Source: an optimization exercise on an open RTL-to-GDS flow (aim: low power). Production flows keep margins and buffers that such runs may drop. Only simulation tests tie the RTL to the original design; equivalence was not proved. The flow treats the clock pin as an ideal source. Dropping or thinning the clock tree relies on that and would not hold on a real chip. Power and IR drop assume default switching activity.

== v6 ==
==> flow/design.v (excerpt) <==
module fifo #(
    parameter DATA_WIDTH = 16,
    parameter DEPTH = 64,
    parameter ALMOST_FULL_THRESH = 56,
    parameter ALMOST_EMPTY_THRESH = 8
)(
    input                   clk,
    input                   rst_n,
    input                   wr_en,
    input  [DATA_WIDTH-1:0] wr_data,
    input                   rd_en,
    output [DATA_WIDTH-1:0] rd_data,
    output                  full,
    output                  empty,
    output                  almost_full,
    output                  almost_empty,
    output                  overflow_err,
    output                  underflow_err,
    output [DATA_WIDTH-1:0] fifo_count
);
    localparam AW = 6;
    reg [DATA_WIDTH-1:0] mem [0:DEPTH-1];
    reg [AW-1:0] wp_r;
    reg [AW-1:0] rp_r;
    reg [AW:0]   cnt_r;
    reg [DATA_WIDTH-1:0] rd_r;
    reg alive;
    reg rd_valid;
    reg overflow_flag, underflow_flag;
    wire [AW:0]   count = cnt_r & {(AW+1){alive}};
    wire [AW-1:0] wp    = wp_r & {AW{alive}};
    wire [AW-1:0] rp    = rp_r & {AW{alive}};
    assign full         = count[AW];
    assign empty        = (count == 0);
    assign almost_full  = (count >= ALMOST_FULL_THRESH);
    assign almost_empty = (count <= ALMOST_EMPTY_THRESH);
    assign overflow_err = overflow_flag;
    assign underflow_err= underflow_flag;
    assign fifo_count   = {{(DATA_WIDTH-AW-1){1'b0}}, count};
    assign rd_data      = rd_r & {DATA_WIDTH{rd_valid}};
    wire wr_acc = wr_en & ~full;
    wire rd_acc = rd_en & ~empty;
    always @(posedge clk or negedge rst_n) begin
        if (!rst_n) begin
            alive    <= 1'b0;
            rd_valid <= 1'b0;
        end else begin
            alive    <= alive | wr_en | rd_en;
            rd_valid <= rd_valid | rd_acc;
        end
    end
    wire [AW-1:0] wa = {wp[0], wp[1], wp[2], wp[3], wp[4], wp[5]};
    wire [AW-1:0] ra = {rp[0], rp[1], rp[2], rp[3], rp[4], rp[5]};
    always @(posedge clk) begin
        if (wr_acc)
            mem[wa] <= wr_data;
    end
  ...
Size: roughly 2,500 cells after synthesis, roughly 1,100 flip-flops, about 58 I/O pins.
export LEC_CHECK = 0
export CAP_MARGIN = 0
export CORE_MARGIN = 2
export CORE_UTILIZATION = 60
export PLACE_DENSITY = 0.8
export SLEW_MARGIN = 0
create_clock -name core_clock -period 3.3 [get_ports {clk}]
standard.sh (not shown) runs the stock make flow with config.mk's settings and CLKGATE_MAP_FILE= SYNTH_SCRIPT=/design/flow/synth_recipe.tcl, a recipe that flattens the netlist after the stock synthesis.
==> flow/flow/run.sh <==
#!/bin/bash
# Standard layout (the standard.sh) with a custom clock tree: ORFS's cts step
# sources flow/custom_cts.tcl (PRE_CTS_TCL), which pulls each group of flip-flops
# together around its clock driver, builds the tree, gives the output ports
# plain buffers instead of delay cells, and stands in for repair_clock_inverters
# and TritonCTS. Everything else is the standard flow.
set -euo pipefail
export PRE_CTS_TCL="$(pwd)/flow/custom_cts.tcl"
export CCTS_CLK=clk
export CCTS_LEVELS="sky130_fd_sc_hd__clkinv_8:30 sky130_fd_sc_hd__clkinv_16:6 sky130_fd_sc_hd__clkbuf_8:3"
export CCTS_OUTBUF=sky130_fd_sc_hd__buf_2
export CCTS_SHRINK=0.1
bash standard.sh > standard.log 2>&1
==> flow/flow/custom_cts.tcl <==
# Custom clock tree, sourced by ORFS's cts step (PRE_CTS_TCL) before its calls to
# repair_clock_inverters and clock_tree_synthesis, which it then replaces with
# no-ops.
# CCTS_LEVELS lists, from the flip-flops up, "cell:max_loads" for each level of
# the tree; the last entry repeats until one cell remains, and that cell is the
# only load of the clock port. At each level the loads are split into compact
# groups by recursive balanced bisection of their placement, and each group gets
# one cell at its centre. Inverting levels must come in pairs, so every
# flip-flop sees the clock port's polarity.
set ::ccts_block [ord::get_db_block]
set ::ccts_db [ord::get_db]
set clk_net [$::ccts_block findNet $::env(CCTS_CLK)]

proc ccts_split {items nparts} {
  if {$nparts <= 1} { return [list $items] }
  set xs [lmap it $items {lindex $it 0}]
  set ys [lmap it $items {lindex $it 1}]
  set dx [expr {[tcl::mathfunc::max {*}$xs] - [tcl::mathfunc::min {*}$xs]}]
  set dy [expr {[tcl::mathfunc::max {*}$ys] - [tcl::mathfunc::min {*}$ys]}]
  set key [expr {$dx >= $dy ? 0 : 1}]
  set sorted [lsort -real -index $key $items]
  set na [expr {$nparts / 2}]
  set nb [expr {$nparts - $na}]
  set n [llength $sorted]
  set cut [expr {int(round(double($n) * $na / $nparts))}]
  set a [lrange $sorted 0 [expr {$cut - 1}]]
  set b [lrange $sorted $cut end]
  return [concat [ccts_split $a $na] [ccts_split $b $nb]]
}

proc ccts_center {items} {
  set sx 0.0; set sy 0.0
  foreach it $items { set sx [expr {$sx + [lindex $it 0]}]; set sy [expr {$sy + [lindex $it 1]}] }
  set n [llength $items]
  return [list [expr {int($sx / $n)}] [expr {int($sy / $n)}]]
}

proc ccts_pin {master dir} {
  foreach mt [$master getMTerms] {
    if {[$mt getSigType] ne "SIGNAL"} continue
    if {[$mt getIoType] eq $dir} { return [$mt getName] }
  }
  error "custom cts: no $dir pin on [$master getName]"
}

set ::ccts_count 0
proc ccts_add_cell {level master x y loads} {
  set name "ccts_${level}_$::ccts_count"
  incr ::ccts_count
  set inst [odb::dbInst_create $::ccts_block $master $name]
  set net [odb::dbNet_create $::ccts_block "clknet_$name"]
  $net setSigType CLOCK
  [$inst findITerm [ccts_pin $master OUTPUT]] connect $net
  foreach it $loads {
    set iterm [lindex $it 2]
    $iterm disconnect
    $iterm connect $net
  }
  set w [$master getWidth]
  set h [$master getHeight]
  $inst setLocation [expr {$x - $w / 2}] [expr {$y - $h / 2}]
  $inst setPlacementStatus PLACED
  return [list $x $y [$inst findITerm [ccts_pin $master INPUT]]]
}

set sinks {}
foreach iterm [$clk_net getITerms] {
  set bb [[$iterm getInst] getBBox]
  lappend sinks [list [expr {([$bb xMin] + [$bb xMax]) / 2}] [expr {([$bb yMin] + [$bb yMax]) / 2}] $iterm]
}
puts "custom cts: [llength $sinks] sinks on [$clk_net getName]"

set specs $::env(CCTS_LEVELS)
set level 0
set nodes $sinks
set inversions 0
while {1} {
  set spec [lindex $specs [expr {min($level, [llength $specs] - 1)}]]
  lassign [split $spec :] cell maxn
  set master [$::ccts_db findMaster $cell]
  if {$master eq "NULL" || $master eq ""} { error "custom cts: no cell $cell" }
  set ngroups [expr {int(ceil(double([llength $nodes]) / $maxn))}]
  if {$level >= [llength $specs] - 1 && [llength $nodes] > 1 && $ngroups == 1} { set ngroups 1 }
  set groups [ccts_split $nodes $ngroups]
  set next {}
  foreach g $groups {
    lassign [ccts_center $g] x y
    if {$level == 0 && [info exists ::env(CCTS_SHRINK)]} {
      # pull the group's flip-flops towards its centre (detailed placement
      # legalises them afterwards)
      set a $::env(CCTS_SHRINK)
      foreach it $g {
        set inst [[lindex $it 2] getInst]
        lassign [$inst getLocation] lx ly
        set nx [expr {int($x + $a * ([lindex $it 0] - $x)) - ([lindex $it 0] - $lx)}]
        set ny [expr {int($y + $a * ([lindex $it 1] - $y)) - ([lindex $it 1] - $ly)}]
        $inst setLocation $nx $ny
      }
    }
    lappend next [ccts_add_cell $level $master $x $y $g]
  }
  if {[string match "*inv*" $cell]} { incr inversions }
  puts "custom cts: level $level: [llength $nodes] loads in [llength $groups] groups of $cell"
  set nodes $next
  incr level
  if {[llength $nodes] == 1 && $level >= [llength $specs]} break
}
if {$inversions % 2} { error "custom cts: odd number of inverting levels" }
[lindex $nodes 0 2] connect $clk_net

# Optionally give the output ports faster buffers than the delay cells the
# standard flow's port buffering picked (CCTS_OUTBUF, same function: a buffer).
if {[info exists ::env(CCTS_OUTBUF)]} {
  set outbuf [$::ccts_db findMaster $::env(CCTS_OUTBUF)]
  set nswap 0
  foreach bt [$::ccts_block getBTerms] {
    if {[$bt getIoType] ne "OUTPUT"} continue
    set net [$bt getNet]
    if {$net eq "NULL"} continue
    foreach it [$net getITerms] {
      if {![$it isOutputSignal]} continue
      set inst [$it getInst]
      if {[[$inst getMaster] getName] eq "sky130_fd_sc_hd__clkdlybuf4s50_1"} {
        $inst swapMaster $outbuf
        incr nswap
      }
    }
  }
  puts "custom cts: $nswap output port buffers now [$outbuf getName]"
}

proc ::repair_clock_inverters {args} { puts "custom clock tree: repair_clock_inverters skipped" }
proc ::clock_tree_synthesis {args} { puts "custom clock tree: clock_tree_synthesis skipped" }
[inputs] v7 vs v6
==> flow/flow/run.sh <==
#!/bin/bash
# Standard layout (the standard.sh) with a custom clock tree: ORFS's cts step
# sources flow/custom_cts.tcl (PRE_CTS_TCL), which builds the tree, gives the
# output ports plain buffers instead of delay cells, and stands in for
# repair_clock_inverters and TritonCTS. Everything else is the standard flow.
set -euo pipefail
export PRE_CTS_TCL="$(pwd)/flow/custom_cts.tcl"
export CCTS_CLK=clk
export CCTS_LEVELS="sky130_fd_sc_hd__clkinv_8:30 sky130_fd_sc_hd__clkinv_16:5 sky130_fd_sc_hd__clkbuf_16:4"
export CCTS_OUTBUF=sky130_fd_sc_hd__buf_2
bash standard.sh > standard.log 2>&1
diff --git a/flow/flow/custom_cts.tcl b/flow/flow/custom_cts.tcl
--- a/flow/flow/custom_cts.tcl
+++ b/flow/flow/custom_cts.tcl
@@ -86,16 +86,4 @@
   foreach g $groups {
     lassign [ccts_center $g] x y
-    if {$level == 0 && [info exists ::env(CCTS_SHRINK)]} {
-      # pull the group's flip-flops towards its centre (detailed placement
-      # legalises them afterwards)
-      set a $::env(CCTS_SHRINK)
-      foreach it $g {
-        set inst [[lindex $it 2] getInst]
-        lassign [$inst getLocation] lx ly
-        set nx [expr {int($x + $a * ([lindex $it 0] - $x)) - ([lindex $it 0] - $lx)}]
-        set ny [expr {int($y + $a * ([lindex $it 1] - $y)) - ([lindex $it 1] - $ly)}]
-        $inst setLocation $nx $ny
-      }
-    }
     lappend next [ccts_add_cell $level $master $x $y $g]
   }
==> comparison <==
[v7] period utilization fell 3.2 points relative to v6. Compare v7 and v6 | combinational group share of total power lower: v7. Taking v6 as the reference, in v7 utilization did not really move, wire length of the first global-routing pass went down, cts-stage hold buffer count flat, growth of design area from synthesis to finish higher, largest stage delay on the critical path moved down. Compared with v6, v7 has extra setup slack. Note that the wire length recorded for v6 amounts to 1.2 times the value seen in v7.
No run of this note takes its clock network from TritonCTS; it comes from the design's own scripts or RTL.

---

## P
fifo, a different RTL version from the one above (not shown whole).
For scale: about 2000 cells after synthesis.
Design fifo, start of the top module:
module fifo #(
    parameter DATA_WIDTH = 16,
    parameter DEPTH = 64,
    parameter ALMOST_FULL_THRESH = 56,
    parameter ALMOST_EMPTY_THRESH = 8
)(
    input                   clk,
    input                   rst_n,
    input                   wr_en,
    input  [DATA_WIDTH-1:0] wr_data,
    input                   rd_en,
    output [DATA_WIDTH-1:0] rd_data,
    output                  full,
    output                  empty,
    output                  almost_full,
    output                  almost_empty,
    output                  overflow_err,
    output                  underflow_err,
    output [DATA_WIDTH-1:0] fifo_count
);
==> flow/config.mk <==
export PLATFORM = sky130hd
export DESIGN_NAME = fifo
export DESIGN_NICKNAME = fifo
export VERILOG_FILES = /design/flow/design.v
export SDC_FILE = /design/flow/constraint.sdc
export NUM_CORES = 4
export LEC_CHECK = 0
export CAP_MARGIN = 0
export CORE_MARGIN = 2
export CORE_UTILIZATION = 60
export PLACE_DENSITY = 0.8
export SLEW_MARGIN = 0
==> flow/constraint.sdc <==
create_clock -name core_clock -period 3.3 [get_ports {clk}]
set_input_delay 0.6600 -clock core_clock [delete_from_list [all_inputs] [get_ports {clk}]]
set_output_delay 0.6600 -clock core_clock [all_outputs]
set_load 0.01 [all_outputs]
==> flow/flow/run.sh <==
#!/bin/bash
# Standard layout (the standard.sh) with a custom clock tree: ORFS's cts step
# sources flow/custom_cts.tcl (PRE_CTS_TCL), which builds the tree, gives the
# output ports plain buffers instead of delay cells, and stands in for
# repair_clock_inverters and TritonCTS. Everything else is the standard flow.
set -euo pipefail
export PRE_CTS_TCL="$(pwd)/flow/custom_cts.tcl"
export CCTS_CLK=clk
export CCTS_LEVELS="sky130_fd_sc_hd__clkinv_8:31 sky130_fd_sc_hd__clkinv_16:6 sky130_fd_sc_hd__clkbuf_16:6"
export CCTS_OUTBUF=sky130_fd_sc_hd__buf_2
bash standard.sh > standard.log 2>&1
==> flow/flow/custom_cts.tcl <==
# Custom clock tree, sourced by ORFS's cts step (PRE_CTS_TCL) before its calls to
# repair_clock_inverters and clock_tree_synthesis, which it then replaces with
# no-ops.
# CCTS_LEVELS lists, from the flip-flops up, "cell:max_loads" for each level of
# the tree; the last entry repeats until one cell remains, and that cell is the
# only load of the clock port. At each level the loads are split into compact
# groups by recursive balanced bisection of their placement, and each group gets
# one cell at its centre. Inverting levels must come in pairs, so every
# flip-flop sees the clock port's polarity.
# With CCTS_SHRINK set (0..1), each flip-flop group is first pulled towards its
# centre, every flip-flop's offset from the centre scaled by CCTS_SHRINK; the
# cts step's detailed placement then legalises them.
# With CCTS_OUTBUF set, the delay cells the standard flow put on the output
# ports are swapped for that buffer.
set ::ccts_block [ord::get_db_block]
set ::ccts_db [ord::get_db]
set clk_net [$::ccts_block findNet $::env(CCTS_CLK)]

proc ccts_split {items nparts} {
  if {$nparts <= 1} { return [list $items] }
  set xs [lmap it $items {lindex $it 0}]
  set ys [lmap it $items {lindex $it 1}]
  set dx [expr {[tcl::mathfunc::max {*}$xs] - [tcl::mathfunc::min {*}$xs]}]
  set dy [expr {[tcl::mathfunc::max {*}$ys] - [tcl::mathfunc::min {*}$ys]}]
  set key [expr {$dx >= $dy ? 0 : 1}]
  set sorted [lsort -real -index $key $items]
  set na [expr {$nparts / 2}]
  set nb [expr {$nparts - $na}]
  set n [llength $sorted]
  set cut [expr {int(round(double($n) * $na / $nparts))}]
  set a [lrange $sorted 0 [expr {$cut - 1}]]
  set b [lrange $sorted $cut end]
  return [concat [ccts_split $a $na] [ccts_split $b $nb]]
}

proc ccts_center {items} {
  set sx 0.0; set sy 0.0
  foreach it $items { set sx [expr {$sx + [lindex $it 0]}]; set sy [expr {$sy + [lindex $it 1]}] }
  set n [llength $items]
  return [list [expr {int($sx / $n)}] [expr {int($sy / $n)}]]
}

proc ccts_pin {master dir} {
  foreach mt [$master getMTerms] {
    if {[$mt getSigType] ne "SIGNAL"} continue
    if {[$mt getIoType] eq $dir} { return [$mt getName] }
  }
  error "custom cts: no $dir pin on [$master getName]"
}

set ::ccts_count 0
proc ccts_add_cell {level master x y loads} {
  set name "ccts_${level}_$::ccts_count"
  incr ::ccts_count
  set inst [odb::dbInst_create $::ccts_block $master $name]
  set net [odb::dbNet_create $::ccts_block "clknet_$name"]
  $net setSigType CLOCK
  [$inst findITerm [ccts_pin $master OUTPUT]] connect $net
  foreach it $loads {
    set iterm [lindex $it 2]
    $iterm disconnect
    $iterm connect $net
  }
  set w [$master getWidth]
  set h [$master getHeight]
  $inst setLocation [expr {$x - $w / 2}] [expr {$y - $h / 2}]
  $inst setPlacementStatus PLACED
  return [list $x $y [$inst findITerm [ccts_pin $master INPUT]]]
}

set sinks {}
foreach iterm [$clk_net getITerms] {
  set bb [[$iterm getInst] getBBox]
  lappend sinks [list [expr {([$bb xMin] + [$bb xMax]) / 2}] [expr {([$bb yMin] + [$bb yMax]) / 2}] $iterm]
}
puts "custom cts: [llength $sinks] sinks on [$clk_net getName]"

set specs $::env(CCTS_LEVELS)
set level 0
set nodes $sinks
set inversions 0
while {1} {
  set spec [lindex $specs [expr {min($level, [llength $specs] - 1)}]]
  lassign [split $spec :] cell maxn
  set master [$::ccts_db findMaster $cell]
  if {$master eq "NULL" || $master eq ""} { error "custom cts: no cell $cell" }
  set ngroups [expr {int(ceil(double([llength $nodes]) / $maxn))}]
  if {$level >= [llength $specs] - 1 && [llength $nodes] > 1 && $ngroups == 1} { set ngroups 1 }
  set groups [ccts_split $nodes $ngroups]
  set next {}
  foreach g $groups {
    lassign [ccts_center $g] x y
    if {$level == 0 && [info exists ::env(CCTS_SHRINK)]} {
      # pull the group's flip-flops towards its centre (detailed placement
      # legalises them afterwards)
      set a $::env(CCTS_SHRINK)
      foreach it $g {
        set inst [[lindex $it 2] getInst]
        lassign [$inst getLocation] lx ly
        set nx [expr {int($x + $a * ([lindex $it 0] - $x)) - ([lindex $it 0] - $lx)}]
        set ny [expr {int($y + $a * ([lindex $it 1] - $y)) - ([lindex $it 1] - $ly)}]
        $inst setLocation $nx $ny
      }
    }
    lappend next [ccts_add_cell $level $master $x $y $g]
  }
  if {[string match "*inv*" $cell]} { incr inversions }
  puts "custom cts: level $level: [llength $nodes] loads in [llength $groups] groups of $cell"
  set nodes $next
  incr level
  if {[llength $nodes] == 1 && $level >= [llength $specs]} break
}
if {$inversions % 2} { error "custom cts: odd number of inverting levels" }
[lindex $nodes 0 2] connect $clk_net

# Optionally give the output ports faster buffers than the delay cells the
# standard flow's port buffering picked (CCTS_OUTBUF, same function: a buffer).
if {[info exists ::env(CCTS_OUTBUF)]} {
  set outbuf [$::ccts_db findMaster $::env(CCTS_OUTBUF)]
  set nswap 0
  foreach bt [$::ccts_block getBTerms] {
    if {[$bt getIoType] ne "OUTPUT"} continue
    set net [$bt getNet]
    if {$net eq "NULL"} continue
    foreach it [$net getITerms] {
      if {![$it isOutputSignal]} continue
      set inst [$it getInst]
      if {[[$inst getMaster] getName] eq "sky130_fd_sc_hd__clkdlybuf4s50_1"} {
        $inst swapMaster $outbuf
        incr nswap
      }
    }
  }
  puts "custom cts: $nswap output port buffers now [$outbuf getName]"
}

proc ::repair_clock_inverters {args} { puts "custom clock tree: repair_clock_inverters skipped" }
proc ::clock_tree_synthesis {args} { puts "custom clock tree: clock_tree_synthesis skipped" }
P reached the end of the flow, and the finished layout is clean on the timing, design-rule and antenna checks.
[inputs] Q vs P
--- a/flow/flow/run.sh
+++ b/flow/flow/run.sh
@@ -9 +9 @@
-export CCTS_LEVELS="sky130_fd_sc_hd__clkinv_8:31 sky130_fd_sc_hd__clkinv_16:6 sky130_fd_sc_hd__clkbuf_16:6"
+export CCTS_LEVELS="sky130_fd_sc_hd__clkinv_8:30 sky130_fd_sc_hd__clkinv_16:6 sky130_fd_sc_hd__clkbuf_8:3"
[summary]
- Relative to P, power per unit of standard cell area increased by 2.0 nW/µm² in Q.
- Power share of the sequential group delta for Q relative to P: 0.4 points lower
- P vs Q, endpoint of the worst setup timing path: mem[26][10] vs mem[2][0]
- Diff P -> Q: detailed-route wire length per cell has increased, clock share of power has increased, worst hold slack has decreased, actual transition at the worst max-transition pin has decreased.
What R does differently from Q at the input level:
--- a/flow/flow/run.sh
+++ b/flow/flow/run.sh
@@ -9 +9 @@
-export CCTS_LEVELS="sky130_fd_sc_hd__clkinv_8:30 sky130_fd_sc_hd__clkinv_16:6 sky130_fd_sc_hd__clkbuf_8:3"
+export CCTS_LEVELS="sky130_fd_sc_hd__clkinv_8:32 sky130_fd_sc_hd__clkinv_16:6 sky130_fd_sc_hd__clkbuf_16:6"
| post-route met1 wirelength | Q vs R | ≈ equal |
Remaining global-route overflow of Q is on par with R.
The final reports for R and Q show switching power share of the total lower in the former.
--- input diff R..S ---
==> flow/flow/run.sh <==
#!/bin/bash
# Standard layout (the standard.sh) with a custom clock tree: ORFS's cts step
# sources flow/custom_cts.tcl (PRE_CTS_TCL), which pulls each group of flip-flops
# together around its clock driver, builds the tree, gives the output ports
# plain buffers instead of delay cells, and stands in for repair_clock_inverters
# and TritonCTS. Everything else is the standard flow.
set -euo pipefail
export PRE_CTS_TCL="$(pwd)/flow/custom_cts.tcl"
export CCTS_CLK=clk
export CCTS_LEVELS="sky130_fd_sc_hd__clkinv_8:30 sky130_fd_sc_hd__clkinv_16:6 sky130_fd_sc_hd__clkbuf_8:3"
export CCTS_OUTBUF=sky130_fd_sc_hd__buf_2
bash standard.sh > standard.log 2>&1
- On met2 track utilization from global routing, R tracks S almost exactly.
- Est. power | S vs R | S higher
- On port buffer count, S and R are basically level.
- The final critical delay including setup and external delays in S was higher than what R gave.
- Status: end-of-flow core utilization parity (S, R)
- Summary of S over R: number of DRC markers in iteration 0 saw an increase; portion of total power attributed to the clock network saw an increase; total wire length saw an increase; detailed-routed wire length on met3 saw an increase; slack of the critical path saw a decrease.
- [S] switching power as a share of total power rose 0.33 points relative to R
> inputs changed (S -> T)
==> flow/flow/run.sh <==
#!/bin/bash
# Standard layout (the standard.sh) with a custom clock tree: ORFS's cts step
# sources flow/custom_cts.tcl (PRE_CTS_TCL), which builds the tree, gives the
# output ports plain buffers instead of delay cells, and stands in for
# repair_clock_inverters and TritonCTS. Everything else is the standard flow.
set -euo pipefail
export PRE_CTS_TCL="$(pwd)/flow/custom_cts.tcl"
export CCTS_CLK=clk
export CCTS_LEVELS="sky130_fd_sc_hd__clkinv_8:32 sky130_fd_sc_hd__clkinv_16:5 sky130_fd_sc_hd__clkbuf_16:7"
export CCTS_OUTBUF=sky130_fd_sc_hd__buf_2
bash standard.sh > standard.log 2>&1
--- outcome ---
T finished every step from synthesis to the final layout, and the layout passed the timing, design-rule and antenna checks. Compared with S, T shows a lower wire length. As far as static leakage is concerned, S and T perform about the same. Fmax: T higher than S. In T relative to S, wire length of the first global-routing pass had gone down slightly.
In every run of this note, the design's own scripts or RTL, not TritonCTS, make the clock network.

[static timing again, ports no longer ideal]
In the flow no input, the clock included, has a driving cell. The finished layouts below were timed again as built, in two steps.
Step 1 assumes that a clkbuf_16 drives the clock port and a buf_2 every other input.
Step 2, shift: input delay + t, output delay - t, t = (earliest + latest rising clock arrival at the registers) / 2. This alone moves slack from input paths to output paths.
a / b / c = no drivers / after step 1 / after step 2; a / b = the first two.
run | shift t [ns] | setup WS [ns] | cell pins on the clock port's net
v6 | 0.863 | 0.076 / 0.076 / 0.076 | 1
v7 | 0.731 | 0.181 / 0.181 / 0.181 | 1
P | 0.719 | 0.240 / 0.240 / 0.190 | 1
Q | 0.843 | 0.250 / 0.250 / 0.205 | 1
R | 0.716 | 0.290 / 0.290 / 0.201 | 1
S | 0.843 | 0.250 / 0.250 / 0.205 | 1
T | 0.734 | 0.274 / 0.274 / 0.185 | 1
After both steps every run listed still meets setup and hold.
